This is an optimization exercise on Yosys and OpenROAD, whose aim is small area, a short achievable clock period and few clock cycles, not a production implementation. RTL that was checked went through simulation tests only; none was proved equivalent to the original. Only the layout flow was run in run 1; the RTL was not checked for function there. Power is estimated from default activity; no workload was simulated.

$ cat design/flow/config.mk
export PLATFORM = sky130hd
export DESIGN_NAME = top
export DESIGN_NICKNAME = top
export VERILOG_FILES = /design/flow/design.v
export SDC_FILE = /design/flow/constraint.sdc
export NUM_CORES = 4
export LEC_CHECK = 0
export CAP_MARGIN = 20
export CORE_MARGIN = 2
export CORE_UTILIZATION = 40
export PLACE_DENSITY = 0.6
export SLEW_MARGIN = 20
$ cat design/flow/constraint.sdc
create_clock -name core_clock -period 10.0 [get_ports {clk}]
set_input_delay 2.0000 -clock core_clock [delete_from_list [all_inputs] [get_ports {clk}]]
set_output_delay 2.0000 -clock core_clock [all_outputs]
set_load 0.01 [all_outputs]
$ cat design/flow/design.v
module regfile (
    input  logic        clk,
    input  logic [4:0]  ra1,
    input  logic [4:0]  ra2,
    input  logic        we,      
    input  logic [4:0]  wa,
    input  logic [31:0] wd,
    output logic [31:0] rd1,
    output logic [31:0] rd2,
    output logic [31:0] a0
);
logic [31:0] rf [1:31];
always_ff @(posedge clk)
    if (we) rf[wa] <= wd;
assign rd1 = (ra1 == 5'd0) ? '0 : rf[ra1];
assign rd2 = (ra2 == 5'd0) ? '0 : rf[ra2];
assign a0  = rf[10];
endmodule
module top(
    input   logic           clk,
    input   logic           rst,
    output  logic [31:0]    imem_addr,
    input   logic [31:0]    imem_rdata,
    output  logic           dmem_req,
    output  logic [31:0]    dmem_addr,
    input   logic [31:0]    dmem_rdata,
    input   logic           dmem_ready,
    output  logic           dmem_we,
    output  logic [31:0]    dmem_waddr,
    output  logic [31:0]    dmem_wdata,
    output  logic [31:0]    a0
);
localparam logic [23:0] DREGION = 24'h000100;
function automatic logic [32:0] add32(input logic [31:0] a, input logic [31:0] b, input logic ci);
    logic [31:0] g, p, gg, pp;
    g = a & b;
    p = a ^ b;
    gg = g;
    pp = p;
    gg[0] = g[0] | (p[0] & ci);
    for (int d = 1; d < 32; d = d * 2)
        for (int i = 31; i >= d; i--) begin
            gg[i] = gg[i] | (pp[i] & gg[i - d]);
            pp[i] = pp[i] & pp[i - d];
        end
    add32 = {gg[31], p ^ {gg[30:0], ci}};
endfunction
logic        stallM;             
logic        stallD;             
logic        redirE;             
logic [31:0] tgtE;
logic        redirD;             
logic [31:0] tgtD;
logic [31:0] pcF;
wire  [31:0] pcSeq = stallD ? pcF : redirD ? tgtD : pcF + 32'd4;
always_ff @(posedge clk or posedge rst)
    if (rst)
        pcF <= '0;
    else if (!stallM)
        pcF <= redirE ? tgtE : pcSeq;
assign imem_addr = pcF;
logic        vD;
logic [31:0] instrD;
always_ff @(posedge clk or posedge rst)
    if (rst)
        vD <= 1'b0;
    else if (!stallM) begin
        if (redirE || redirD) vD <= 1'b0;
        else if (!stallD)     vD <= 1'b1;
    end
always_ff @(posedge clk)
    if (!stallM && !stallD) begin
        instrD <= imem_rdata;
    end
wire [4:0] opc = instrD[6:2];
wire [2:0] f3D = instrD[14:12];
wire [4:0] rs1 = instrD[19:15];
wire [4:0] rs2 = instrD[24:20];
wire [4:0] rdD = instrD[11:7];
wire isLoad   = opc == 5'b00000;
wire isStore  = opc == 5'b01000;
wire isOpImm  = opc == 5'b00100;
wire isOp     = opc == 5'b01100;
wire isLui    = opc == 5'b01101;
wire isAuipc  = opc == 5'b00101;
wire isJal    = opc == 5'b11011;
wire isJalr   = opc == 5'b11001;
wire isBranch = opc == 5'b11000;
wire usesRs1 = isLoad | isStore | isOpImm | isOp | isJalr | isBranch;
wire usesRs2 = isOp | isStore | isBranch;
wire wrD     = vD & (isLoad | isOpImm | isOp | isLui | isAuipc | isJal | isJalr) & (rdD != 5'd0);
wire [31:0] immI = {{20{instrD[31]}}, instrD[31:20]};
wire [31:0] immS = {{20{instrD[31]}}, instrD[31:25], instrD[11:7]};
wire [31:0] immB = {{20{instrD[31]}}, instrD[7], instrD[30:25], instrD[11:8], 1'b0};
wire [31:0] immU = {instrD[31:12], 12'b0};
wire [31:0] immJ = {{12{instrD[31]}}, instrD[19:12], instrD[20], instrD[30:21], 1'b0};
wire [31:0] tgtImm = isBranch ? immB : isJal ? immJ : immU;
wire [31:0] csaS = ~(pcF ^ tgtImm ^ 32'h3);
wire [31:0] csaC = (pcF & tgtImm) | ((pcF | tgtImm) & 32'hFFFF_FFFC);
wire [32:0] tgtSum = add32(csaS, {csaC[30:0], 1'b0}, 1'b0);
assign tgtD = tgtSum[31:0];
wire [31:0] pcD4 = pcF;
wire predD = isJal | (isBranch & instrD[31]);
logic        wrE, ldE, stE, brE, jrE;
logic        bEq, bLt, bLtu, bInv;    
logic [4:0]  rdE;
logic        wrM, ldM, stM;
logic [4:0]  rdM;
logic [31:0] resE, resM, resultM;
assign stallD = vD & ldE & (((rdE == rs1) & usesRs1) | ((rdE == rs2) & usesRs2));
assign redirD = vD & predD & !stallD;
logic [31:0] rf1, rf2;
regfile rf (
    .clk (clk),
    .ra1 (rs1),
    .ra2 (rs2),
    .we  (wrM & !stallM),
    .wa  (rdM),
    .wd  (resultM),
    .rd1 (rf1),
    .rd2 (rf2),
    .a0  (a0)
);
wire fA   = wrE & (rdE == rs1);
wire fB   = wrE & (rdE == rs2);
wire bypA = wrM & (rdM == rs1);
wire bypB = wrM & (rdM == rs2);
wire takeB = isOp | isBranch;               
wire [31:0] opAD = ({32{fA}}               & resE)
                 | ({32{!fA & bypA}}       & resultM)
                 | ({32{!fA & !bypA}}      & rf1);
wire [31:0] opBD = ({32{takeB & fB}}       & resE)
                 | ({32{takeB & !fB & bypB}}  & resultM)
                 | ({32{takeB & !fB & !bypB}} & rf2)
                 | ({32{!takeB}}           & (isStore ? immS : immI));
wire [31:0] valB = ({32{fB}}               & resE)
                 | ({32{!fB & bypB}}       & resultM)
                 | ({32{!fB & !bypB}}      & rf2);
wire [31:0] auxD  = isStore ? valB :
                    isLui   ? immU :
                    (isJal | isJalr | (isBranch & predD)) ? pcD4 :
                    tgtD;                
wire aluOp  = isOp | isOpImm;
wire selAdd = (aluOp & f3D == 3'b000) | isLoad | isStore;
wire selSlt = aluOp & f3D == 3'b010;
wire selSltu= aluOp & f3D == 3'b011;
wire selXor = aluOp & f3D == 3'b100;
wire selOr  = aluOp & f3D == 3'b110;
wire selAnd = aluOp & f3D == 3'b111;
wire selSll = aluOp & f3D == 3'b001;
wire selSr  = aluOp & f3D == 3'b101;
wire selAux = isLui | isAuipc | isJal | isJalr;
wire subD   = (isOp & f3D == 3'b000 & instrD[30]) | selSlt | selSltu | isBranch;
wire sraD   = instrD[30];
logic [31:0] opA, opB, aux;
logic [2:0]  f3E;
logic        sAdd, sSlt, sSltu, sXor, sOr, sAnd, sSll, sSr, sAux, subE, sraE;
wire killE = !vD | stallD | redirE;
always_ff @(posedge clk or posedge rst)
    if (rst) begin
        wrE <= 1'b0; ldE <= 1'b0; stE <= 1'b0; brE <= 1'b0; jrE <= 1'b0;
    end else if (!stallM) begin
        wrE <= wrD & !killE;
        ldE <= isLoad & !killE;
        stE <= isStore & !killE;
        brE <= isBranch & !killE;
        jrE <= isJalr & !killE;
    end
always_ff @(posedge clk)
    if (!stallM) begin
        bEq  <= f3D[2:1] == 2'b00;
        bLt  <= f3D[2:1] == 2'b10;
        bLtu <= f3D[2:1] == 2'b11;
        bInv <= f3D[0] ^ predD;
        rdE   <= rdD;
        f3E   <= f3D;
        opA   <= opAD;
        opB   <= opBD;
        aux   <= auxD;
        sAdd <= selAdd; sSlt <= selSlt; sSltu <= selSltu; sXor <= selXor;
        sOr  <= selOr;  sAnd <= selAnd; sSll  <= selSll;  sSr  <= selSr;
        sAux <= selAux; subE <= subD;   sraE  <= sraD;
    end
wire [31:0] A  = opA;
wire [31:0] B  = opB;
wire [31:0] stdE = aux;                 
wire [32:0] sumc = add32(A, subE ? ~B : B, subE);
wire [31:0] sum  = sumc[31:0];
wire eq  = (A == B);
wire ltu = !sumc[32];
wire lt  = (A[31] ^ B[31]) ? A[31] : sum[31];
wire cond = (bEq & eq) | (bLt & lt) | (bLtu & ltu);
assign redirE = (brE & (cond ^ bInv)) | jrE;
assign tgtE   = jrE ? {sum[31:1], 1'b0} : aux;
logic [31:0] shIn, shRev, shOut;
always_comb
    for (int i = 0; i < 32; i++) shRev[i] = A[31 - i];
assign shIn = sSll ? shRev : A;
wire         shFill = sraE & A[31] & !sSll;
wire [63:0]  shWide = {{32{shFill}}, shIn} >> B[4:0];
logic [31:0] shL;
always_comb
    for (int i = 0; i < 32; i++) shL[i] = shWide[31 - i];
assign shOut = sSll ? shL : shWide[31:0];
assign resE = ({32{sAdd}}  & sum)
                 | ({32{sSlt}}  & {31'd0, lt})
                 | ({32{sSltu}} & {31'd0, ltu})
                 | ({32{sXor}}  & (A ^ B))
                 | ({32{sOr}}   & (A | B))
                 | ({32{sAnd}}  & (A & B))
                 | ({32{sSll | sSr}} & shOut)
                 | ({32{sAux}}  & aux);
logic [31:0] cdata [8];
logic [2:0]  ctag  [8];
logic [7:0]  cvalid, cdirty;
logic        cwrite;
logic [31:0] merged;
logic        wdirty;
wire  [2:0]  idxM = resM[4:2];
wire [2:0] idxE = sum[4:2];
wire       byp  = cwrite & (idxM == idxE);
wire [31:0] lnDataE  = byp ? merged    : cdata[idxE];
wire [2:0]  lnTagE   = byp ? resM[7:5] : ctag[idxE];
wire        lnValidE = byp | cvalid[idxE];
wire        lnDirtyE = byp ? wdirty    : cdirty[idxE];
wire        lnVDE    = lnValidE & lnDirtyE;
wire        hitE     = lnValidE & (lnTagE == sum[7:5]);
logic [31:0] stdM;
logic [2:0]  f3M;
logic [31:0] lnData;
logic [2:0]  lnTag;
logic        lnVD, cacheHit, pbHit;
always_ff @(posedge clk or posedge rst)
    if (rst) begin
        wrM <= 1'b0; ldM <= 1'b0; stM <= 1'b0;
    end else if (!stallM) begin
        wrM <= wrE; ldM <= ldE; stM <= stE;
    end
always_ff @(posedge clk)
    if (!stallM) begin
        resM     <= resE;
        stdM     <= stdE;
        rdM      <= rdE;
        f3M      <= f3E;
        lnData   <= lnDataE;
        lnTag    <= lnTagE;
        lnVD     <= lnVDE;
        cacheHit <= hitE;
    end
logic        reqR, weR, ownPF;
logic [29:0] addrR;
logic        pbValid, pfPend;
logic [5:0]  pbAddr, pfAddr;
logic [31:0] pbData;
wire memop   = ldM | stM;
wire inRegM  = resM[31:8] == DREGION;
wire noFetch = stM & (f3M[1:0] == 2'b10) & !cacheHit & !lnVD;
wire needMem = memop & !cacheHit & !pbHit & !noFetch;
wire demGo   = reqR & !ownPF;                           
wire pfJoin  = ldM & reqR & ownPF & (addrR[5:0] == resM[7:2]);
wire done    = !needMem | ((demGo | pfJoin) & dmem_ready);
assign stallM     = memop & !done;
assign dmem_req   = reqR;
assign dmem_addr  = {addrR, 2'b00};
assign dmem_we    = weR;
assign dmem_waddr = {DREGION, lnTag, idxM, 2'b00};
assign dmem_wdata = lnData;
wire [31:0] word = cacheHit ? lnData : pbHit ? pbData : dmem_rdata;
wire [1:0] bo = resM[1:0];
always_comb begin
    merged = word;
    if (stM) case (f3M[1:0])
        2'b00: merged[8*bo +: 8] = stdM[7:0];
        2'b01: merged[16*bo[1] +: 16] = stdM[15:0];
        default: merged = stdM;
    endcase
end
assign cwrite = memop & inRegM & !stallM & (stM | (!cacheHit & !pbHit & !pfJoin));
assign wdirty = stM | (cacheHit & lnVD);
always_ff @(posedge clk or posedge rst)
    if (rst) begin
        cvalid <= '0;
        cdirty <= '0;
    end else if (cwrite) begin
        cvalid[idxM] <= 1'b1;
        cdirty[idxM] <= wdirty;
    end
always_ff @(posedge clk)
    if (cwrite) begin
        cdata[idxM] <= merged;
        ctag[idxM]  <= resM[7:5];
    end
wire       cont    = reqR & !dmem_ready;                
wire       pfDone  = reqR & ownPF & dmem_ready;
wire       wbPb    = demGo & dmem_ready & weR & ({lnTag, idxM} == pbAddr);
wire       pbValidN = pfDone | (pbValid & !wbPb);
wire [5:0] pbAddrN  = pfDone ? addrR[5:0] : pbAddr;
wire       trigger = ldM & !stallM & !cacheHit;
wire       pfPendN = trigger | pfPend;
wire [5:0] pfAddrN = trigger ? resM[7:2] + 6'd1 : pfAddr;
wire pbHitE   = ldE & pbValidN & (pbAddrN == sum[7:2]);
wire noFetchE = stE & (f3E[1:0] == 2'b10) & !hitE & !lnVDE;
wire needE    = (ldE | stE) & !hitE & !pbHitE & !noFetchE;
always_ff @(posedge clk)
    if (!stallM) pbHit <= pbHitE;
wire nMemop   = stallM | ldE | stE;
wire nNeed    = stallM ? needMem : needE;
wire [29:0] nAddr = stallM ? resM[31:2] : sum[31:2];
wire nWe      = stallM ? lnVD : lnVDE;
wire issuePF  = !cont & !nMemop & pfPendN;
always_ff @(posedge clk or posedge rst)
    if (rst) begin
        reqR    <= 1'b0;
        weR     <= 1'b0;
        ownPF   <= 1'b0;
        pbValid <= 1'b0;
        pfPend  <= 1'b0;
    end else begin
        if (!cont) begin
            reqR  <= nNeed | issuePF;
            weR   <= nNeed & nWe;
            ownPF <= !nMemop;
        end
        pfPend  <= pfPendN & !issuePF;
        pbValid <= pbValidN;
    end
always_ff @(posedge clk) begin
    if (!cont)
        addrR <= nMemop ? nAddr : {DREGION, pfAddrN};
    pfAddr <= pfAddrN;
    if (pfDone) begin
        pbData <= dmem_rdata;
        pbAddr <= addrR[5:0];
    end
end
logic [31:0] ldv;
always_comb begin
    logic [15:0] h;
    logic [7:0]  b;
    h = bo[1] ? word[31:16] : word[15:0];
    b = bo[0] ? h[15:8] : h[7:0];
    case (f3M)
        3'b000:  ldv = {{24{b[7]}}, b};
        3'b001:  ldv = {{16{h[15]}}, h};
        3'b100:  ldv = {24'd0, b};
        3'b101:  ldv = {16'd0, h};
        default: ldv = word;
    endcase
end
assign resultM = ldM ? ldv : resM;
endmodule
$ cat design/flow/flow/run.sh
#!/bin/bash
set -euo pipefail
bash standard.sh SETUP_SLACK_MARGIN=5.5 "BUFFER_PORTS_ARGS=-buffer_cell sky130_fd_sc_hd__buf_4" finish > standard.log 2>&1
$ cat design/flow/standard.sh
#!/bin/bash
# synth_recipe.tcl (not shown) runs the flow's synth.tcl, then flattens the netlist and writes it again
# the make line also repeats each setting of config.mk as NAME=value (left out here)
make -C /OpenROAD-flow-scripts/flow DESIGN_CONFIG=/design/flow/config.mk WORK_HOME=/design/flow/orfs CLKGATE_MAP_FILE= SYNTH_SCRIPT=/design/flow/synth_recipe.tcl "${@:-finish}"
==> results of run 1 <==
-- what timing repair did --
action | 4_1_cts | 5_1_grt
setup endpoints to repair | 1213 | 395
gates cloned | 4 | 1
gates resized for setup | 144 | 94
pin swaps | 39 | 45
setup buffers | 47 | 36
-- layer usage --
metal	share of wire (%)	vias to the layer above	GRT usage, %
met5	0.012	-	0
met4	4.2	6	9.91
met3	9.3	612	5.08
met2	47	3160	42.1
met1	40	29700	37.0
li1	-	23500	-
-- report_power, final --
group	internal, mW	leakage [nW]	switching (mW)
Sequential	9.09	16.0	1.01
Combinational	4.17	15.6	6.64
Clock	4.06	3.00	2.94
-- worst max-delay path, cell delays in order --
cell,delay [ns]
buf_4,0.11
mux2_2,0.26
mux2i_2,0.34
mux4_2,0.33
o21ai_0,0.17
a21oi_1,0.21
buf_4,0.24
o21ai_0,0.11
o21ai_0,0.34
inv_4,0.28
a221oi_1,0.41
buf_4,0.24
o21ai_0,0.09
-- sequential cells by signal, indices dropped and copies added (netlist names), 3 cells and up, named ones only --
register and count:
instrD 30, lnData 32, pbData 32, pfAddr 6
rdE 5, f3E 3, f3M 3, opA 32
opB 32, rf.rf 992, pbAddr 6, lnTag 3
pcF 32, cdirty 8, rdM 5, stdM 32
aux 32, resM 32, ctag 24, cvalid 8
cdata 256, addrR 30
-- cell families (layout without fill, tap and decap cells) --
group                    count (synthesis)  in the layout
buffers and inverters                  657           1043
multiplexers                           985            985
AND/OR/NAND/NOR                       1035           1035
flip-flops                            1677           1677
adder cells (fa/ha/maj)                167            167
XOR/XNOR                               160            160
AO/OA/AOI/OAI                         1070           1070
other                                    2             30
-- worst paths after layout --
path	startpoint	endpoint	slack (ns)
worst max-delay path	dmem_rdata[7]	aux[29]$_DFFE_PN_	5.40
worst min-delay path	f3E[2]$_DFFE_PN_	f3M[2]$_DFFE_PN_	0.42
worst max register to register	instrD[5]$_DFFE_PP_	aux[30]$_DFFE_PN_	5.43
worst min register to register	f3E[2]$_DFFE_PN_	f3M[2]$_DFFE_PN_	0.42
max in group asynchronous	rst	ldM$_DFFE_PP0N_	7.85
min in group asynchronous	rst	pbValid$_DFF_PP0_	1.47
-- cell usage after synthesis, types with 42 or more instances --
| master | count | area share, % |
|---|---|---|
| nand3_1 | 56 | 0.33 |
| inv_1 | 220 | 0.96 |
| ha_1 | 165 | 2.4 |
| mux2i_1 | 258 | 3.0 |
| xnor2_1 | 79 | 0.80 |
| edfxtp_1 | 1592 | 56 |
| mux2_2 | 52 | 0.68 |
| dfrtp_1 | 62 | 1.8 |
| o21ai_0 | 200 | 1.2 |
| buf_1 | 86 | 0.38 |
| nor2_1 | 392 | 1.7 |
| mux4_2 | 675 | 18 |
| nand2_1 | 342 | 1.5 |
| xor2_1 | 79 | 0.80 |
| a211oi_1 | 76 | 0.66 |
| nor3_1 | 52 | 0.30 |
| clkbuf_1 | 265 | 1.2 |
| a21oi_1 | 328 | 1.9 |
| o22ai_1 | 42 | 0.31 |
| o211ai_1 | 43 | 0.38 |
-- area by class of cell --
type / count / area, sq um
Timing Repair inverter: 3 / 22.5
Multi-Input combinational cell: 3445 / 34900
Clock buffer: 212 / 4670
Timing Repair Buffer: 479 / 3980
Antenna cell: 2 / 5.00
Sequential cell: 1677 / 49900
Tap cell: 2838 / 3550
Fill cell: 18600 / 115000
Clock inverter: 123 / 1510
Inverter: 226 / 890
-- through the flow --
stage,hold WS [ns],utilization (%),instance area [sq um]
2_1_floorplan,0.400,-,86400
3_3_place_gp,0.402,42.7,91400
3_5_place_dp,0.406,42.7,91400
4_1_cts,0.420,46.0,98600
5_1_grt,0.429,46.4,99400
6_report,0.419,46.4,99400
-- layout by cell type, fill, tap and decap left out, drive strengths merged, types with 28 or more instances in the layout --
cell     count
nand3       56
dfrtp       62
nor3        52
mux2i      258
a22oi       37
buf        475
o221ai      37
nor2       392
mux2        52
o21ai      212
o211ai      43
xnor2       79
ha         165
clkinv      88
a211oi      77
o2111ai     29
edfxtp    1592
clkbuf     214
a21oi      328
mux4       675
conb        28
o22ai       42
inv        223
a221o       29
xor2        79
nand2      343
==> summary.md, run 1 <==
| Metric | Value |
|---|---|
| Starting Density | `40.2%` |
| Final setup fails | `0` |
| Clk root buf | `clkbuf_16` |
| # clock sinks | `between 1.5k and 2k` |
| Post-synthesis compound-gate area fraction | `under 10%` |
| Synth unique cells | `91` |
| Setup TNS | `0 ns` |
| Mapped cell area | `around 86000 sq um` |
| Dpl cells | `between 8k and 9k` |
| WL final | `a little under 300 mm` |
| RSZ-0062 raised after global routing | `yes` |
| Vias | `~57k` |
| Static Leak | `between 30 and 40 nW` |
| Tcrit/Tclk final | `between 40% and 50%` |
| R2R depth | `21` |
| Xor and xnor fraction of the mapped netlist area | `between 1.5 and 2%` |
| DRT antenna net count | `0` |
| Worst Slack Setup Final | `around 5.4 ns` |
| Hold Path Stages | `0` |
| Largest family of logic cells by synthesized area | `multiplexers` |
| Pwr dens | `between 200 and 300 nW/um^2` |
| Core area | `214000 sq um` |
| Vias in the first global route | `about 56k` |
| Clk slew on worst S/H paths | `0.07 ns` |
| Critical path startpoint category | `primary input` |
| Setup Skew | `~0.057 ns` |
| Slew Limit Fails | `0` |
| Initial antenna violation count | `16` |
| Number of flops mapped to enable cells by yosys | `between 1.5k and 2k` |
| First DRT Iteration DRCs | `7967` |
| Post-synthesis mux area share | `about a fifth` |
| Worst-margin pin slew | `approximately 1.1 ns` |
| Post-Synth Adder-Cell Area | `around 2.4%` |
| Final hold vios | `0` |
| Layout cells sized above 1 | `27.9%` |
| CP Data Arrival Time | `between 5 and 6 ns` |
| Slew HR | `about 23%` |
| Largest net degree at the start of global routing | `roughly 140` |
| Gpl congestion | `between 0.9 and 1` |
| Simple-Gate Fraction of Synth Area | `approximately 5.3%` |
| Final Net Count | `6245` |
| Avg Inst Size Synth | `15.0 sq um` |
| I/O pins | `approximately 230` |
| DIE WIDTH | `about 470 microns` |
| Vias per Instance | `~6.3` |
| Most used DFF post-synth | `edfxtp_1` |
| Max-cap viol count | `0` |
| DPL Wire Length | `between 150 and 200 mm` |
| Ys Warns | `2` |
| First-pass GRT wire length | `~420 mm` |
| Flops & latches, synth | `1677` |
| Fin cells | `9005` |
| CTS buffer count | `179` |
| Worst ir drop on vdd | `~360 uV` |
| Mapped Cells | `about 5.8k` |
| Syn-to-layout area delta | `15.5%` |
| Place WS | `approximately 4 ns` |
| Crit path capture type | `register` |
| Seq/Total Area, Yosys | `around 58%` |
| Gr usage total | `a little over a quarter` |
| Vert. Die Dim | `around 470 microns` |
| Total Power | `about 28 mW` |
| Hold buffers post-CTS | `0` |
| Async SR Flop Fraction | `3.70%` |
| # port buffers | `198` |
| Drt drc | `0` |
| Outcome | `timing/DRC/antenna clean` |
| Avg WL per Cell | `approximately 33 microns` |
| Initial DRT Pass Iterations | `6` |
| CP Max Fanout | `32` |
| Clock latency (worst-skew pair) | `around 0.86 ns` |
| H-tree levels | `4` |
| Min cycle time layout | `about 4.6 ns` |
| Rows | `170` |
| HP Class | `reg2reg` |
| CTS tree | `yes` |
| Max Clk Rate | `218 MHz` |
| Die ar. | `about 220000 sq um` |
| CP required | `~11 ns` |
| Clock Tree Buf Depth | `3` |
| Worst setup path class | `in2reg` |
| GRT overflow | `0` |
==> run 2: changes to the inputs <==
--- a/design/flow/design.v
+++ b/design/flow/design.v
@@ -10,10 +10,17 @@
     output logic [31:0] a0
 );
-logic [31:0] rf [1:31];
+logic [31:1][31:0] rf;
 always_ff @(posedge clk)
-    if (we) rf[wa] <= wd;
-assign rd1 = (ra1 == 5'd0) ? '0 : rf[ra1];
-assign rd2 = (ra2 == 5'd0) ? '0 : rf[ra2];
-assign a0  = rf[10];
+    for (int i = 1; i < 32; i++)
+        if (we && wa == i) rf[i] <= wd;
+always_comb begin
+    rd1 = '0;
+    rd2 = '0;
+    for (int i = 1; i < 32; i++) begin
+        rd1 = rd1 | ({32{ra1 == i}} & rf[i]);
+        rd2 = rd2 | ({32{ra2 == i}} & rf[i]);
+    end
+end
+assign a0 = rf[10];
 endmodule
 module top(
@@ -126,15 +133,7 @@
 wire bypA = wrM & (rdM == rs1);
 wire bypB = wrM & (rdM == rs2);
-wire takeB = isOp | isBranch;               
-wire [31:0] opAD = ({32{fA}}               & resE)
-                 | ({32{!fA & bypA}}       & resultM)
-                 | ({32{!fA & !bypA}}      & rf1);
-wire [31:0] opBD = ({32{takeB & fB}}       & resE)
-                 | ({32{takeB & !fB & bypB}}  & resultM)
-                 | ({32{takeB & !fB & !bypB}} & rf2)
-                 | ({32{!takeB}}           & (isStore ? immS : immI));
-wire [31:0] valB = ({32{fB}}               & resE)
-                 | ({32{!fB & bypB}}       & resultM)
-                 | ({32{!fB & !bypB}}      & rf2);
+wire [31:0] valA = fA ? resE : bypA ? resultM : rf1;
+wire [31:0] valB = fB ? resE : bypB ? resultM : rf2;
+wire [31:0] opBD  = (isOp | isBranch) ? valB : isStore ? immS : immI;
 wire [31:0] auxD  = isStore ? valB :
                     isLui   ? immU :
@@ -175,5 +174,5 @@
         rdE   <= rdD;
         f3E   <= f3D;
-        opA   <= opAD;
+        opA   <= valA;
         opB   <= opBD;
         aux   <= auxD;
==> summary.md, run 2 <==
| Metric | Value |
|---|---|
| Worst path max stage delay | `0.67 ns (+0.26 ns)` |
| Final hold vios | `0 (unchanged)` |
| Pwr dens | `281 nW/um^2 (about the same)` |
| Max Clk Rate | `215 MHz (-1.1%)` |
| Worst ir drop on vdd | `260 uV (-28%)` |
| Clk slew on worst S/H paths | `0.06 ns (about the same)` |
| Min cycle time layout | `4.65 ns (+0.0507 ns)` |
| Ys Warns | `2 (unchanged)` |
| Slowest cell on crit path | `edfxtp_1` |
| Rows | `165 (-2.9%)` |
| Commonest non-fill, non-tap cell in the layout | `edfxtp_1` |
| Final Net Count | `6909 (+11%)` |
| Gpl congestion | `1.03 (+3.6%)` |
| Drt drc | `0 (unchanged)` |
| Top-area cell type share of the netlist area | `58.5% (+2.9 points)` |
| Max reg flops | `992 (unchanged)` |
| Count leader, synth | `edfxtp_1` |
| GRT overflow | `0 (unchanged)` |
| Startpoint of the worst register-to-register path | `instrD[23]$_DFFE_PP_` |
| Crit path buf inv count | `2 (-2)` |
| Initial antenna violation count | `17 (+1)` |
| Tcrit/Tclk final | `46.5% (+0.51 points)` |
| Final setup fails | `0 (unchanged)` |
| CP Data Arrival Time | `5.23 ns (+0.07 ns)` |
| Total Power | `26.8 mW (-4.0%)` |
| Place WS | `3.57 ns (-0.522 ns)` |
| Vias | `67.5k (+18%)` |
| Worst setup path class | `reg2reg` |
| Flops & latches, synth | `1667 (-0.60%)` |
| Hold path startpoint | `f3E[2]$_DFFE_PN_` |
| Hold buffers post-CTS | `0 (unchanged)` |
| First-pass GRT wire length | `513 mm (+23%)` |
| Hold Path Stages | `0 (unchanged)` |
| WL final | `382 mm (+28%)` |
| Synth top cells by count | `edfxtp_1, a22oi_1, nand2_1, nor2_1, clkbuf_1` |
| Outcome | `timing/DRC/antenna clean` |
| Reg2reg end | `opB[9]$_DFFE_PN_` |
| Worst-margin pin slew | `1.19 ns (+0.0443 ns)` |
| Slew Limit Fails | `0 (unchanged)` |
| Critical path startpoint category | `register` |
| Vert. Die Dim | `456 microns (-2.5%)` |
| Initial DRT Pass Iterations | `10 (+4)` |
| Setup Skew | `0.0718 ns (+0.0147 ns)` |
| RSZ-0062 raised after global routing | `yes` |
| Delay-heaviest family, CP | `compound AO/OA/AOI/OAI gates` |
| # port buffers | `198 (unchanged)` |
| Slew HR | `20.1% (-3.0 points)` |
| Max-cap viol count | `0 (unchanged)` |
| Dominant cell type by area after synthesis | `edfxtp_1` |
| I/O pins | `229 (unchanged)` |
| Seq/Total Area, Yosys | `60.7% (+2.8 points)` |
| Starting Density | `40.3% (+0.15 points)` |
| Largest regs | `rf.rf: 992 flops, cdata: 256 flops` |
| Synth unique cells | `99 (+8.8%)` |
| Gr usage total | `35.3% (+8.5 points)` |
| Avg WL per Cell | `40.2 microns (+21%)` |
| Biggest register | `rf.rf` |
| Die ar. | `208000 sq um (-4.9%)` |
| First DRT Iteration DRCs | `14.7k (+85%)` |
| Async SR Flop Fraction | `3.72% (+0.022 points)` |
| Avg Inst Size Synth | `12.7 sq um (-15%)` |
| Most frequent cells in the layout | `edfxtp_1, a22oi_1, buf_4, nand2_1, nor2_1` |
| CP Max Fanout | `21 (-34%)` |
| Core area | `203000 sq um (-5.4%)` |
| Most used DFF post-synth | `edfxtp_1` |
| Dpl cells | `9066 (+5.7%)` |
| CTS buffer count | `178 (-0.56%)` |
| DIE WIDTH | `456 microns (-2.5%)` |
| Vias per Instance | `7.10 (+12%)` |
| Fin area | `95400 sq um (-4.0%)` |
| # clock sinks | `1667 (-0.60%)` |
| Crit path capture type | `register` |
| DPL Wire Length | `231 mm (+17%)` |
| Number of flops mapped to enable cells by yosys | `1592 (unchanged)` |
| Syn-to-layout area delta | `16.6%` |
| Static Leak | `33.4 nW (-3.2%)` |
| Layout cells sized above 1 | `19.7% (-8.1 points)` |
| CP required | `10.58 ns (+0.02 ns)` |
| Crit path cell chain | `nand3b_1 > nor2_4 > buf_4 > buf_4 > a222oi_1 > nand3_1 > nor2_1 > nand3_1 > o211ai_1 > o21ai_0 > mux2_2` |
| Synth top area cells | `edfxtp_1, a22oi_1, mux4_2, ha_1, nand2_1` |
| Mapped cell area | `81800 sq um (-5.0%)` |
| Fin cells | `9511 (+5.6%)` |
| Clk root buf | `clkbuf_16` |
| H-tree levels | `4 (unchanged)` |
| HP Class | `reg2reg` |
| Placed Area | `87400 sq um (-4.3%)` |
| Mapped Cells | `6420 (+12%)` |
| Clock Tree Buf Depth | `3 (unchanged)` |
| R2R depth | `11 (-48%)` |
| Worst Slack Setup Final | `5.35 ns (-0.0507 ns)` |
| Endpoint, Worst Hold | `f3M[2]$_DFFE_PN_` |
| Reg2Reg Setup Slack | `5.35 ns (-0.08 ns)` |
| Setup TNS | `0 ns (unchanged)` |
| Largest net degree at the start of global routing | `71 (-50%)` |
| CTS tree | `yes` |
| Vias in the first global route | `62.3k (+12%)` |
| DRT antenna net count | `0 (unchanged)` |
| Clock latency (worst-skew pair) | `0.89 ns (+0.03 ns)` |
run 2: cell count changes in the layout (fill, tap and decap cells not counted), moves of 58 or more:
cell      before  now
a21oi_1      305  198
a221oi_1      15  121
a22o_1        26  144
a22oi_1       33  719
buf_4        436  516
mux2i_1      253  131
mux4_2       675  128
nand2_1      339  476
nand3_1       54  159
nand4_1       20  119
nor2_4        35   93
o21ai_0      170  236
run 2: worst max-delay path by stage:
stage / slack (ns) / endpoint / cells past startpoint / from
6_report: 5.35 / opB[9]$_DFFE_PN_ / 11 / instrD[23]$_DFFE_PP_
5_1_grt: 5.32 / pcF[29]$_DFFE_PP0P_ / 21 / instrD[5]$_DFFE_PP_
4_1_cts: 5.41 / opB[5]$_DFFE_PN_ / 11 / dmem_rdata[13]
3_5_place_dp: 3.57 / opB[5]$_DFFE_PN_ / 11 / dmem_rdata[13]
3_3_place_gp: 3.58 / opB[5]$_DFFE_PN_ / 11 / dmem_rdata[13]
2_1_floorplan: 5.15 / cdata[4][0]$_DFFE_PP_ / 7 / dmem_ready
run 2: final cells by class:
class	instances	area (sq um)
fill	17900	107000
clock inverter	103	1190
inverter	230	900
timing repair inverter	2	13.8
antenna	16	40.0
tap	2672	3340
clock buffer	224	4690
timing repair buffer	547	4400
multi-input combinational	4050	31200
sequential	1667	49600
run 2: what timing repair did:
action,in CTS,in global routing
endpoints found under the setup margin,226,169
pin swaps,27,44
gates cloned,4,2
setup buffers,42,53
resized for setup,117,143
run 2: kinds of logic (layout without fill, tap and decap cells):
family          after synthesis  count (layout)  share of synthesized area, %
compound gates             1950            1950                          17.3
flops                      1667            1667                          60.7
simple gates               1438            1439                          8.17
buf+inv                     730            1106                          3.73
mux                         309             309                          5.83
fa+ha+maj                   166             166                          2.56
xor+xnor                    158             158                          1.72
other cells                   2              44                       0.00919
run 2: metrics by stage:
stage | hold WS (ns) | util [%]
5_1_grt | 0.468 | 47.0
3_5_place_dp | 0.413 | 43.1
2_1_floorplan | 0.400 | -
4_1_cts | 0.443 | 46.5
6_report | 0.447 | 47.0
3_3_place_gp | 0.406 | 43.1
run 2: where the power goes:
group | internal, mW | switching, mW | total [mW]
combinational | 3.61 | 6.21 | 9.82
clock | 3.79 | 2.96 | 6.75
sequential | 9.12 | 1.10 | 10.2
run 2: per-layer routing:
metal	up-vias	part of all wire (%)	track usage, %
met5	-	0.063	0.321
met4	19	8.3	22.3
met3	1833	15	14.3
met2	6513	41	50.5
met1	33200	35	44.2
li1	26000	-	-
Testbench counts of run 2, summed over its fixed seeds: cycles 73,124.
==> run 3: changes to the inputs <==
==> design/flow/flow/run.sh (replaced) <==
#!/bin/bash
set -euo pipefail
bash standard.sh SETUP_SLACK_MARGIN=6 "BUFFER_PORTS_ARGS=-buffer_cell sky130_fd_sc_hd__buf_4" finish > standard.log 2>&1
--- a/design/flow/config.mk
+++ b/design/flow/config.mk
@@ -9,4 +9,5 @@
 export CORE_MARGIN = 2
 export CORE_UTILIZATION = 40
+export CTS_BUF_LIST = sky130_fd_sc_hd__clkbuf_8
 export PLACE_DENSITY = 0.6
 export SLEW_MARGIN = 20
==> summary.md, run 3 <==
| Metric | Value |
|---|---|
| Commonest non-fill, non-tap cell in the layout | `edfxtp_1` |
| Fin area | `99100 sq um (+3.9%)` |
| Setup TNS | `0 ns (unchanged)` |
| Placed Area | `87800 sq um (+0.46%)` |
| Critical path startpoint category | `register` |
| H-tree levels | `5 (+1)` |
| Tcrit/Tclk final | `45.6% (-0.83 points)` |
| Most used DFF post-synth | `edfxtp_1` |
| Syn-to-layout area delta | `21.2%` |
| First DRT Iteration DRCs | `14.9k (+1.3%)` |
| Synth top area cells | `edfxtp_1, a22oi_1, mux4_2, ha_1, nand2_1` |
| CP required | `10.77 ns (+0.19 ns)` |
| Core area | `203000 sq um (unchanged)` |
| Number of flops mapped to enable cells by yosys | `1592 (unchanged)` |
| Gr usage total | `36.5% (+1.3 points)` |
| # clock sinks | `1667 (unchanged)` |
| Pint | `17.1 mW (+3.8%)` |
| Min cycle time layout | `4.56 ns (-0.0829 ns)` |
| Layout cells sized above 1 | `26.1% (+6.3 points)` |
| Delay-heaviest family, CP | `compound AO/OA/AOI/OAI gates` |
| Largest family of logic cells by synthesized area | `compound AO/OA/AOI/OAI gates` |
| Initial antenna violation count | `16 (-1)` |
| Max Clk Rate | `219 MHz (+1.8%)` |
| Mapped cell area | `81800 sq um (unchanged)` |
| Max reg flops | `992 (unchanged)` |
| Worst setup path class | `reg2reg` |
| Combinational fraction of design power | `42.0% (+5.3 points)` |
| Count leader, synth | `edfxtp_1` |
| Simple-Gate Fraction of Synth Area | `8.17% (unchanged)` |
| CTS buffer count | `302 (+70%)` |
| DIE WIDTH | `456 microns (unchanged)` |
| Worst Slack Setup Final | `5.44 ns (+0.0829 ns)` |
| CP Data Arrival Time | `5.34 ns (+0.11 ns)` |
| Gpl congestion | `1.02 (-0.18%)` |
| DPL Wire Length | `232 mm (+0.63%)` |
| Flops & latches, synth | `1667 (unchanged)` |
| Final setup fails | `0 (unchanged)` |
| Rows | `165 (unchanged)` |
| Worst path max stage delay | `0.45 ns (-0.22 ns)` |
| Post-synthesis mux area share | `5.83% (unchanged)` |
| Largest net degree at the start of global routing | `66 (-7.0%)` |
| Mapped Cells | `6420 (unchanged)` |
| Sw Pwr | `11.2 mW (+9.2%)` |
| Cell mode on critical path | `buf_4` |
| Top-area cell type share of the netlist area | `58.5% (unchanged)` |
| Fin cells | `9886 (+3.9%)` |
| I/O pins | `229 (unchanged)` |
| Clk root buf | `clkbuf_8` |
| Clock latency (worst-skew pair) | `1.11 ns (+0.22 ns)` |
| First-pass GRT wire length | `532 mm (+3.8%)` |
| Drt drc | `0 (unchanged)` |
| Crit path cell chain | `buf_4 > nand2b_4 > nor4b_4 > buf_4 > buf_4 > a22oi_2 > ha_1 > inv_2 > ha_4 > nor2b_4 > o31a_1 > o211a_1 > a31o_4 > a2111oi_4 > o31ai_2 > xnor2_2 > buf_4 > nand2_2 > a21oi_2 > mux2_4` |
| Xor and xnor fraction of the mapped netlist area | `1.72% (unchanged)` |
| Crit path capture type | `register` |
| Slew Limit Fails | `0 (unchanged)` |
| Pwr dens | `286 nW/um^2 (+1.9%)` |
| Vert. Die Dim | `456 microns (unchanged)` |
| WL final | `401 mm (+4.9%)` |
| RSZ-0062 raised after global routing | `yes` |
| Clk slew on worst S/H paths | `0.06 ns (about the same)` |
| Vias | `70.6k (+4.5%)` |
| Place WS | `3.63 ns (+0.0659 ns)` |
| Avg Inst Size Synth | `12.7 sq um (unchanged)` |
| Async SR Flop Fraction | `3.72% (unchanged)` |
| Vias in the first global route | `64.8k (+4.1%)` |
| Final Net Count | `7217 (+4.5%)` |
| Dpl cells | `9051 (-0.17%)` |
| Post-Synth Adder-Cell Area | `2.56% (unchanged)` |
| Final hold vios | `0 (unchanged)` |
| Synth top cells by count | `edfxtp_1, a22oi_1, nand2_1, nor2_1, clkbuf_1` |
| Synth unique cells | `99 (unchanged)` |
| Starting Density | `40.3% (unchanged)` |
| Vias per Instance | `7.14 (+0.51%)` |
| CTS tree | `yes` |
| Initial DRT Pass Iterations | `17 (+7)` |
| Most frequent cells in the layout | `edfxtp_1, a22oi_1, buf_4, nand2_1, clkbuf_8` |
| GRT overflow | `0 (unchanged)` |
| Biggest register | `rf.rf` |
| Slowest cell on crit path | `a2111oi_4` |
| Worst ir drop on vdd | `206 uV (-21%)` |
| Avg WL per Cell | `40.5 microns (+0.88%)` |
| Seq/Total Area, Yosys | `60.7% (unchanged)` |
| Largest regs | `rf.rf: 992 flops, cdata: 256 flops` |
| Ys Warns | `2 (unchanged)` |
| Crit path buf inv count | `5 (+3)` |
| # port buffers | `198 (unchanged)` |
| Dominant cell type by area after synthesis | `edfxtp_1` |
| Sequential share of power | `36.0% (-2.1 points)` |
| DRT antenna net count | `0 (unchanged)` |
| Final Util | `48.9% (+1.8 points)` |
| Clock power frac | `22.0% (-3.2 points)` |
| Die ar. | `208000 sq um (unchanged)` |
| Clock Tree Buf Depth | `4 (+1)` |
| Max-cap viol count | `0 (unchanged)` |
| Fraction of power spent switching nets | `39.5% (+1.2 points)` |
| Post-synthesis compound-gate area fraction | `17.3% (unchanged)` |
| Outcome | `timing/DRC/antenna clean` |
| CP Max Fanout | `4 (-81%)` |
| Static Leak | `35.2 nW (+5.2%)` |
| Setup Skew | `0.103 ns (+0.0313 ns)` |
| Slew HR | `13.2% (-6.9 points)` |
| HP Class | `reg2reg` |
| Worst-margin pin slew | `1.30 ns (+0.112 ns)` |
run 3: cell counts after synthesis:
Identical to the previous run, type by type.
run 3: cell type report:
class,count,area [sq um]
Antenna cell,19,47.5
Timing Repair inverter,4,25.0
Clock buffer,314,4320
Fill cell,17700,104000
Sequential cell,1667,49600
Tap cell,2672,3340
Clock inverter,201,1190
Inverter,230,892
Timing Repair Buffer,716,6290
Multi-Input combinational cell,4063,33300
run 3: final timing paths:
check / start / to / slack, ns / cells past startpoint
setup / recovery: instrD[5]$_DFFE_PP_ / aux[30]$_DFFE_PN_ / 5.44 / 20
hold / removal: f3E[2]$_DFFE_PN_ / f3M[2]$_DFFE_PN_ / 0.42 / 0
setup reg to reg: instrD[5]$_DFFE_PP_ / aux[30]$_DFFE_PN_ / 5.44 / 20
hold reg to reg: f3E[2]$_DFFE_PN_ / f3M[2]$_DFFE_PN_ / 0.42 / 0
max in group asynchronous: rst / ldM$_DFFE_PP0N_ / 7.89 / 3
min in group asynchronous: rst / cdirty[5]$_DFFE_PP0P_ / 1.28 / 3
run 3: kinds of logic after synthesis:
group,after synthesis
muxes,309
other,2
and+or+nand+nor,1438
AOI/OAI and AO/OA,1950
DFF,1667
adders and majority gates,166
xor gates and xnor gates,158
buffers and inverters,730
run 3: power groups by stage:
stage | registers, mW | logic, mW | clock network, mW
3_5_place_dp | 10.3 | 8.81 | 0
2_1_floorplan | 9.68 | 5.58 | 0
5_1_grt | 10.2 | 12.3 | 6.52
4_1_cts | 10.1 | 10.4 | 6.23
6_report | 10.2 | 11.9 | 6.23
3_3_place_gp | 10.3 | 8.72 | 0
run 3: layer usage:
metal  track usage (%)  vias to the layer above  share of wire (%)
li1                  -                    26700                  -
met1              45.8                    34500                 34
met2              52.1                     7291                 41
met3              14.6                     2097                 16
met4              23.9                       16                8.7
met5             0.367                        -              0.050
run 3: metrics by stage:
step / hold WS, ns / total power, mW
5_1_grt: 0.433 / 29.0
2_1_floorplan: 0.400 / 15.3
4_1_cts: 0.417 / 26.8
6_report: 0.417 / 28.4
3_3_place_gp: 0.409 / 19.0
3_5_place_dp: 0.405 / 19.1
run 3: what timing repair did:
item                                    4_1_cts  5_1_grt
hold buffers                                  0        0
endpoints found under the setup margin      516      193
gates cloned                                 21       10
setup buffers                               162      105
resized for setup                           362      233
pin swaps                                   129      165
==> run 4: changes to the inputs <==
--- a/design/flow/config.mk
+++ b/design/flow/config.mk
@@ -9,5 +9,4 @@
 export CORE_MARGIN = 2
 export CORE_UTILIZATION = 40
-export CTS_BUF_LIST = sky130_fd_sc_hd__clkbuf_8
 export PLACE_DENSITY = 0.6
 export SLEW_MARGIN = 20
==> summary.md, run 4 <==
| Metric | Value |
|---|---|
| Outcome | `timing/DRC/antenna clean` |
| Vias in the first global route | `64.3k (-0.79%)` |
| I/O pins | `229 (unchanged)` |
| GRT overflow | `0 (unchanged)` |
| Count leader, synth | `edfxtp_1` |
| Crit path capture type | `register` |
| Mapped Cells | `6420 (unchanged)` |
| Gr usage total | `36.8% (+0.25 points)` |
| Core area | `203000 sq um (unchanged)` |
| Drt drc | `0 (unchanged)` |
| Critical path startpoint category | `register` |
| Die ar. | `208000 sq um (unchanged)` |
| Sw Pwr | `11.2 mW (-0.26%)` |
| CTS buffer count | `179 (-41%)` |
| Largest regs | `rf.rf: 992 flops, cdata: 256 flops` |
| Dominant cell type by area after synthesis | `edfxtp_1` |
| Sequential share of power | `35.3% (-0.7 points)` |
| Largest family of logic cells by synthesized area | `compound AO/OA/AOI/OAI gates` |
| CP required | `10.56 ns (-0.21 ns)` |
| Rows | `165 (unchanged)` |
| First DRT Iteration DRCs | `15.0k (+0.64%)` |
| Setup TNS | `0 ns (unchanged)` |
| DRT antenna net count | `0 (unchanged)` |
| Clk root buf | `clkbuf_16` |
| Vias per Instance | `7.21 (+0.96%)` |
| Ys Warns | `2 (unchanged)` |
| Worst ir drop on vdd | `234 uV (+13%)` |
| H-tree levels | `4 (-1)` |
| Biggest register | `rf.rf` |
| Synth top cells by count | `edfxtp_1, a22oi_1, nand2_1, nor2_1, clkbuf_1` |
| Fin area | `99900 sq um (+0.85%)` |
| Min cycle time layout | `4.47 ns (-0.0975 ns)` |
| CTS tree | `yes` |
| Worst-margin pin slew | `1.21 ns (-0.0863 ns)` |
| WL final | `402 mm (+0.29%)` |
| Static Leak | `35.1 nW (-0.36%)` |
| Slew Limit Fails | `0 (unchanged)` |
| Most used DFF post-synth | `edfxtp_1` |
| Synth top area cells | `edfxtp_1, a22oi_1, mux4_2, ha_1, nand2_1` |
| Seq/Total Area, Yosys | `60.7% (unchanged)` |
| # port buffers | `198 (unchanged)` |
| Synth unique cells | `99 (unchanged)` |
| Final Net Count | `7124 (-1.3%)` |
| Final hold vios | `0 (unchanged)` |
| DIE WIDTH | `456 microns (unchanged)` |
| Worst setup path class | `reg2reg` |
| Combinational fraction of design power | `41.2% (-0.8 points)` |
| Initial DRT Pass Iterations | `13 (-4)` |
| Layout cells sized above 1 | `25.6% (-0.49 points)` |
| Clock Tree Buf Depth | `3 (-1)` |
| Clock latency (worst-skew pair) | `0.89 ns (-0.22 ns)` |
| Placed Area | `87800 sq um (unchanged)` |
| Number of flops mapped to enable cells by yosys | `1592 (unchanged)` |
| Clock power frac | `23.5% (+1.5 points)` |
| Clk slew on worst S/H paths | `0.06 ns (about the same)` |
| Post-synthesis mux area share | `5.83% (unchanged)` |
| CP Data Arrival Time | `5.03 ns (-0.31 ns)` |
| Vias | `70.0k (-0.79%)` |
| Syn-to-layout area delta | `22.2%` |
| Max Clk Rate | `224 MHz (+2.2%)` |
| CP Max Fanout | `8 (+4)` |
| RSZ-0062 raised after global routing | `yes` |
| First-pass GRT wire length | `534 mm (+0.45%)` |
| Vert. Die Dim | `456 microns (unchanged)` |
| Pwr dens | `289 nW/um^2 (+1.1%)` |
| Max reg flops | `992 (unchanged)` |
| Setup Skew | `0.0830 ns (-0.0201 ns)` |
| HP Class | `reg2reg` |
| Commonest non-fill, non-tap cell in the layout | `edfxtp_1` |
| Xor and xnor fraction of the mapped netlist area | `1.72% (unchanged)` |
| Most frequent cells in the layout | `edfxtp_1, a22oi_1, buf_4, nand2_1, nor2_1` |
| Largest net degree at the start of global routing | `66 (unchanged)` |
| Initial antenna violation count | `21 (+5)` |
| Max-cap viol count | `0 (unchanged)` |
| Post-Synth Adder-Cell Area | `2.56% (unchanged)` |
| Avg WL per Cell | `41.4 microns (+2.1%)` |
| Final Util | `49.3% (+0.41 points)` |
| DPL Wire Length | `232 mm (unchanged)` |
| Gpl congestion | `1.02 (unchanged)` |
| Mapped cell area | `81800 sq um (unchanged)` |
| Flops & latches, synth | `1667 (unchanged)` |
| Tcrit/Tclk final | `44.7% (-0.98 points)` |
| Async SR Flop Fraction | `3.72% (unchanged)` |
| # clock sinks | `1667 (unchanged)` |
| Fraction of power spent switching nets | `38.7% (-0.85 points)` |
| Hold buffers post-CTS | `0 (unchanged)` |
| Top-area cell type share of the netlist area | `58.5% (unchanged)` |
| Starting Density | `40.3% (unchanged)` |
| Avg Inst Size Synth | `12.7 sq um (unchanged)` |
| Post-synthesis compound-gate area fraction | `17.3% (unchanged)` |
| Slew HR | `19.3% (+6.1 points)` |
| Simple-Gate Fraction of Synth Area | `8.17% (unchanged)` |
| Fill count | `17.5k (-1.2%)` |
| Pint | `17.7 mW (+3.4%)` |
| Final setup fails | `0 (unchanged)` |
==> run 4: cell families (layout without fill, tap and decap cells) <==
group	Yosys count	after routing
mux	309	309
flops	1667	1667
fa+ha+maj	166	166
simple gates	1438	1439
compound gates	1950	1968
buf+inv	730	1293
xor+xnor	158	158
other cells	2	42
==> run 4: power by group through the flow <==
stage | sequential [mW] | combinational, mW | clock [mW]
2_1_floorplan | 9.68 | 5.58 | 0
3_3_place_gp | 10.3 | 8.72 | 0
3_5_place_dp | 10.3 | 8.81 | 0
4_1_cts | 10.2 | 10.4 | 6.77
5_1_grt | 10.2 | 12.3 | 7.04
6_report | 10.2 | 11.9 | 6.78
==> run 4: layout make-up <==
cell class	count	area [sq um]	area share [%]
Inverter	230	906	0.907
Antenna cell	14	35.0	0.0351
Timing Repair Buffer	739	6550	6.55
Multi-Input combinational cell	4068	33600	33.6
Clock inverter	102	1110	1.11
Timing Repair inverter	6	37.5	0.0376
Tap cell	2672	3340	3.35
Sequential cell	1667	49600	49.7
Clock buffer	216	4750	4.76
==> run 4: worst paths after layout <==
| path | from | endpoint | slack, ns | cells after the start |
|---|---|---|---|---|
| setup reg to reg | instrD[5]$_DFFE_PP_ | aux[14]$_DFFE_PN_ | 5.53 | 18 |
| min in group asynchronous | rst | pcF[7]$_DFFE_PP0P_ | 1.50 | 3 |
| max in group asynchronous | rst | ldM$_DFFE_PP0N_ | 7.71 | 3 |
| setup / recovery | instrD[5]$_DFFE_PP_ | aux[14]$_DFFE_PN_ | 5.53 | 18 |
| hold reg to reg | f3E[2]$_DFFE_PN_ | f3M[2]$_DFFE_PN_ | 0.42 | 0 |
| hold / removal | f3E[2]$_DFFE_PN_ | f3M[2]$_DFFE_PN_ | 0.42 | 0 |
==> run 4: routing by layer <==
metal	GRT usage, %	up-vias	share of wire [%]
li1	-	26500	-
met1	45.7	34400	34
met2	52.6	7081	41
met3	16.0	2030	17
met4	22.5	28	8.6
met5	0.551	-	0.14
==> run 4: stage by stage <==
step                instances  setup WS [ns]  hold slack [ns]  power (mW)
global placement         9049           3.64            0.409        19.0
floorplan                6446           5.59            0.400        15.3
CTS                      9574           5.64            0.419        27.3
global route             9702           5.49            0.435        29.6
finish                   9714           5.53            0.422        28.9
detailed placement       9051           3.63            0.405        19.1
==> run 4: timing repair <==
action,CTS,global route
endpoints found under the setup margin,591,331
setup buffers,178,114
pin swaps,111,159
gates cloned,27,11
gates resized for setup,367,264
==> run 4: worst max-delay path: stages (launching register included) <==
cell	delay (ns)
edfxtp_1	0.42
nor2b_4	0.16
and3_4	0.17
and2_4	0.20
buf_4	0.15
a22oi_2	0.41
ha_4	0.19
inv_1	0.06
ha_4	0.21
nor2b_4	0.12
o31a_1	0.26
o211a_1	0.27
a211oi_2	0.26
xor2_1	0.30
nor2_1	0.09
a21oi_2	0.26
nor2_1	0.10
a211oi_2	0.46
a31oi_1	0.07
==> run 5: changes to the inputs <==
--- a/design/flow/config.mk
+++ b/design/flow/config.mk
@@ -8,5 +8,5 @@
 export CAP_MARGIN = 20
 export CORE_MARGIN = 2
-export CORE_UTILIZATION = 40
-export PLACE_DENSITY = 0.6
+export CORE_UTILIZATION = 50
+export PLACE_DENSITY = 0.7
 export SLEW_MARGIN = 20
==> summary.md, run 5 <==
| Metric | Value |
|---|---|
| # clock sinks | `1667 (unchanged)` |
| Dominant cell type by area after synthesis | `edfxtp_1` |
| Seq/Total Area, Yosys | `60.7% (unchanged)` |
| Ys Warns | `2 (unchanged)` |
| Number of flops mapped to enable cells by yosys | `1592 (unchanged)` |
| Dpl cells | `8569 (-5.3%)` |
| Sequential share of power | `34.7% (-0.6 points)` |
| H-tree levels | `4 (unchanged)` |
| DPL Wire Length | `226 mm (-2.6%)` |
| Final setup fails | `0 (unchanged)` |
| Avg Inst Size Synth | `12.7 sq um (unchanged)` |
| CP Data Arrival Time | `5.21 ns (+0.18 ns)` |
| Initial DRT Pass Iterations | `14 (+1)` |
| Final hold vios | `0 (unchanged)` |
| Max reg flops | `992 (unchanged)` |
| CP Max Fanout | `8 (unchanged)` |
| Drt drc | `0 (unchanged)` |
| Flops & latches, synth | `1667 (unchanged)` |
| Top-area cell type share of the netlist area | `58.5% (unchanged)` |
| Vias | `71.5k (+2.1%)` |
| Clk slew on worst S/H paths | `0.07 ns (about the same)` |
| Worst ir drop on vdd | `248 uV (+6.2%)` |
| Most frequent cells in the layout | `edfxtp_1, a22oi_1, buf_4, nand2_1, nor2_1` |
| Crit path cell chain | `nand2b_4 > nor4b_4 > buf_6 > buf_4 > a22oi_2 > ha_1 > inv_1 > ha_4 > nor2b_2 > o31a_1 > o211a_4 > a31o_4 > a2111oi_4 > o31ai_2 > xnor2_2 > o211ai_1 > o211ai_1 > mux2_4` |
| Largest regs | `rf.rf: 992 flops, cdata: 256 flops` |
| Hold Path Stages | `0 (unchanged)` |
| Clock power frac | `22.6% (-0.9 points)` |
| Vias per Instance | `7.71 (+7.0%)` |
| Initial antenna violation count | `30 (+43%)` |
| Combinational fraction of design power | `42.7% (+1.5 points)` |
| Crit path capture type | `register` |
| DRT antenna net count | `0 (unchanged)` |
| Count leader, synth | `edfxtp_1` |
| Setup TNS | `0 ns (unchanged)` |
| Slowest cell on crit path | `edfxtp_1` |
| Layout cells sized above 1 | `26.2% (+0.63 points)` |
| Critical path startpoint category | `register` |
| Vias in the first global route | `64.9k (+1.0%)` |
| Slew HR | `4.51% (-15 points)` |
| CTS buffer count | `170 (-5.0%)` |
| Commonest non-fill, non-tap cell in the layout | `edfxtp_1` |
| I/O pins | `229 (unchanged)` |
| CP required | `10.72 ns (+0.16 ns)` |
| Placed Area | `87300 sq um (-0.58%)` |
| DIE WIDTH | `408 microns (-10%)` |
| Core area | `163000 sq um (-20%)` |
| Clock Tree Buf Depth | `3 (unchanged)` |
| Max-cap viol count | `0 (unchanged)` |
| GRT overflow | `0 (unchanged)` |
| R2R depth | `18 (unchanged)` |
| Worst path max stage delay | `0.46 ns (about the same)` |
| Static Leak | `35.3 nW (+0.62%)` |
| Gr usage total | `44.5% (+7.7 points)` |
| CTS tree | `yes` |
| Async SR Flop Fraction | `3.72% (unchanged)` |
| HP Class | `reg2reg` |
| Mapped cell area | `81800 sq um (unchanged)` |
| Tcrit/Tclk final | `44.9% (+0.23 points)` |
| Synth unique cells | `99 (unchanged)` |
| Die ar. | `167000 sq um (-20%)` |
| Delay-heaviest family, CP | `compound AO/OA/AOI/OAI gates` |
| Vert. Die Dim | `408 microns (-10%)` |
| Cell mode on critical path | `o211ai_1` |
| Setup Skew | `0.0650 ns (-0.0180 ns)` |
| Max Clk Rate | `223 MHz (-0.52%)` |
| Fraction of power spent switching nets | `39.6% (+0.90 points)` |
| Multi-input gate area | `33700 sq um (+0.51%)` |
| First-pass GRT wire length | `516 mm (-3.4%)` |
| Rows | `148 (-10%)` |
| WL final | `392 mm (-2.4%)` |
| Pint | `17.7 mW (about the same)` |
| Hold_ws | `0.424 ns (+0.00243 ns)` |
| Biggest register | `rf.rf` |
| Final Net Count | `7156 (+0.45%)` |
| Sw Pwr | `11.6 mW (+3.9%)` |
| Syn-to-layout area delta | `22.1% (about the same)` |
| Fin cells | `9268 (-4.6%)` |
| Gpl congestion | `1.07 (+4.1%)` |
| Min cycle time layout | `4.49 ns (+0.0234 ns)` |
| Outcome | `timing/DRC/antenna clean` |
| Synth top cells by count | `edfxtp_1, a22oi_1, nand2_1, nor2_1, clkbuf_1` |
| Fin area | `99800 sq um (about the same)` |
| Crit path buf inv count | `3 (+1)` |
| Critical path depth in cells | `18 (unchanged)` |
| # port buffers | `198 (unchanged)` |
| Mapped Cells | `6420 (unchanged)` |
| Clock latency (worst-skew pair) | `0.88 ns (about the same)` |
| Pwr dens | `294 nW/um^2 (+1.6%)` |
| Fill count | `12.4k (-29%)` |
| Worst setup path class | `reg2reg` |
| Hold buffers post-CTS | `0 (unchanged)` |
| Largest net degree at the start of global routing | `71 (+7.6%)` |
| Synth top area cells | `edfxtp_1, a22oi_1, mux4_2, ha_1, nand2_1` |
| Reg area | `49600 sq um (unchanged)` |
| Worst-margin pin slew | `1.43 ns (+0.216 ns)` |
| Clk root buf | `clkbuf_16` |
| RSZ-0062 raised after global routing | `yes` |
| Most used DFF post-synth | `edfxtp_1` |
| Starting Density | `50.3% (+10 points)` |
| First DRT Iteration DRCs | `16.0k (+6.9%)` |
| Slew Limit Fails | `0 (unchanged)` |
| Avg WL per Cell | `42.3 microns (+2.3%)` |
-- run 5: cell types whose count changed in the layout (fill, tap and decap cells not counted), moves of 9 or more --
cell / before / now
buf_4: 625 / 649
xor2_1: 54 / 45
xor2_4: 7 / 19
clkbuf_16: 189 / 178
clkinv_2: 26 / 35
diode_2: 14 / 28
buf_6: 62 / 81
-- run 5: final timing paths --
check                                    startpoint                  end  slack (ns)
worst max-delay path            instrD[2]$_DFFE_PP_  pcF[30]$_DFFE_PP0P_        5.51
worst min-delay path               f3E[2]$_DFFE_PN_     f3M[2]$_DFFE_PN_        0.42
worst max register to register  instrD[2]$_DFFE_PP_  pcF[30]$_DFFE_PP0P_        5.51
worst min register to register     f3E[2]$_DFFE_PN_     f3M[2]$_DFFE_PN_        0.42
max in group asynchronous                       rst      ldM$_DFFE_PP0N_        7.73
min in group asynchronous                       rst  pcF[24]$_DFFE_PP0P_        1.49
-- run 5: layout make-up --
cell class	count	area share (%)
timing repair buffer	785	7.01
sequential	1667	49.7
antenna	28	0.0702
clock buffer	201	4.40
multi-input combinational	4065	33.8
clock inverter	113	1.37
tap	2175	2.73
timing repair inverter	4	0.0276
inverter	230	0.906
-- run 5: per-stage QoR --
stage / utilization, % / setup slack, ns / power (mW)
after global placement: 53.7 / 4.16 / 19.2
after detailed placement: 53.7 / 4.06 / 19.3
after CTS: 59.4 / 5.61 / 27.2
after global routing: 61.4 / 5.44 / 29.8
final: 61.4 / 5.51 / 29.3
after floorplan: - / 5.59 / 15.3
-- run 5: what timing repair did --
item,in CTS,in global routing
pin swaps,130,177
setup endpoints to repair,485,255
resized for setup,359,326
cloned,21,17
setup buffers,171,147
-- run 5: per-layer routing --
metal | vias up | wire [microns] | share of wire [%] | global-route usage (%)
li1 | 26500 | - | - | -
met1 | 34300 | 123000 | 31 | 53.2
met2 | 7954 | 156000 | 40 | 61.6
met3 | 2659 | 70500 | 18 | 21.9
met4 | 38 | 40700 | 10 | 33.0
met5 | - | 1150 | 0.29 | 1.24
-- run 5: kinds of logic (layout without fill, tap and decap cells) --
| logic type | count (synthesis) | after routing | synth area share (%) |
|---|---|---|---|
| DFF | 1667 | 1667 | 60.7 |
| AOI/OAI and AO/OA | 1950 | 1966 | 17.3 |
| adders and majority gates | 166 | 166 | 2.56 |
| and+or+nand+nor | 1438 | 1438 | 8.17 |
| other | 2 | 56 | 0.00919 |
| buffers and inverters | 730 | 1333 | 3.73 |
| muxes | 309 | 309 | 5.83 |
| xor gates and xnor gates | 158 | 158 | 1.72 |
-- run 5: power by group through the flow --
stage / sequential, mW / clock, mW / combinational [mW]
global route: 10.1 / 6.87 / 12.8
global placement: 10.2 / 0 / 9.00
floorplan: 9.68 / 0 / 5.58
finish: 10.2 / 6.64 / 12.5
CTS: 10.1 / 6.60 / 10.5
detailed placement: 10.2 / 0 / 9.12

## separate check: timing with driven ports
No port has a modelled driver above. Below, the same layouts with a new extraction and two added sets of constraints. Step 1, drivers: a clkbuf_16 drives clk and a buf_2 each remaining input, both assumed. Step 2, shift: input delay + t, output delay - t, t = (earliest + latest rising clock arrival at the registers) / 2. This alone moves slack from input paths to output paths. Slacks: ideal ports / drivers / drivers and shift; pairs: ideal ports / drivers.
run | t, ns | slack for setup (ns) | worst data-port slew with drivers (ns)
run 1 | 0.916 | 5.405 / 5.428 / 4.544 | 0.06
run 2 | 0.942 | 5.354 / 5.354 / 4.513 | 0.07
run 3 | 1.156 | 5.437 / 5.437 / 4.656 | 0.07
run 4 | 0.935 | 5.534 / 5.534 / 4.937 | 0.07
run 5 | 0.940 | 5.511 / 5.511 / 5.008 | 0.09
After both steps setup and hold are still met in every run listed. For run 1, which loses most, drivers alone change the setup slack by +0.023 ns; drivers and shift together by -0.861 ns.
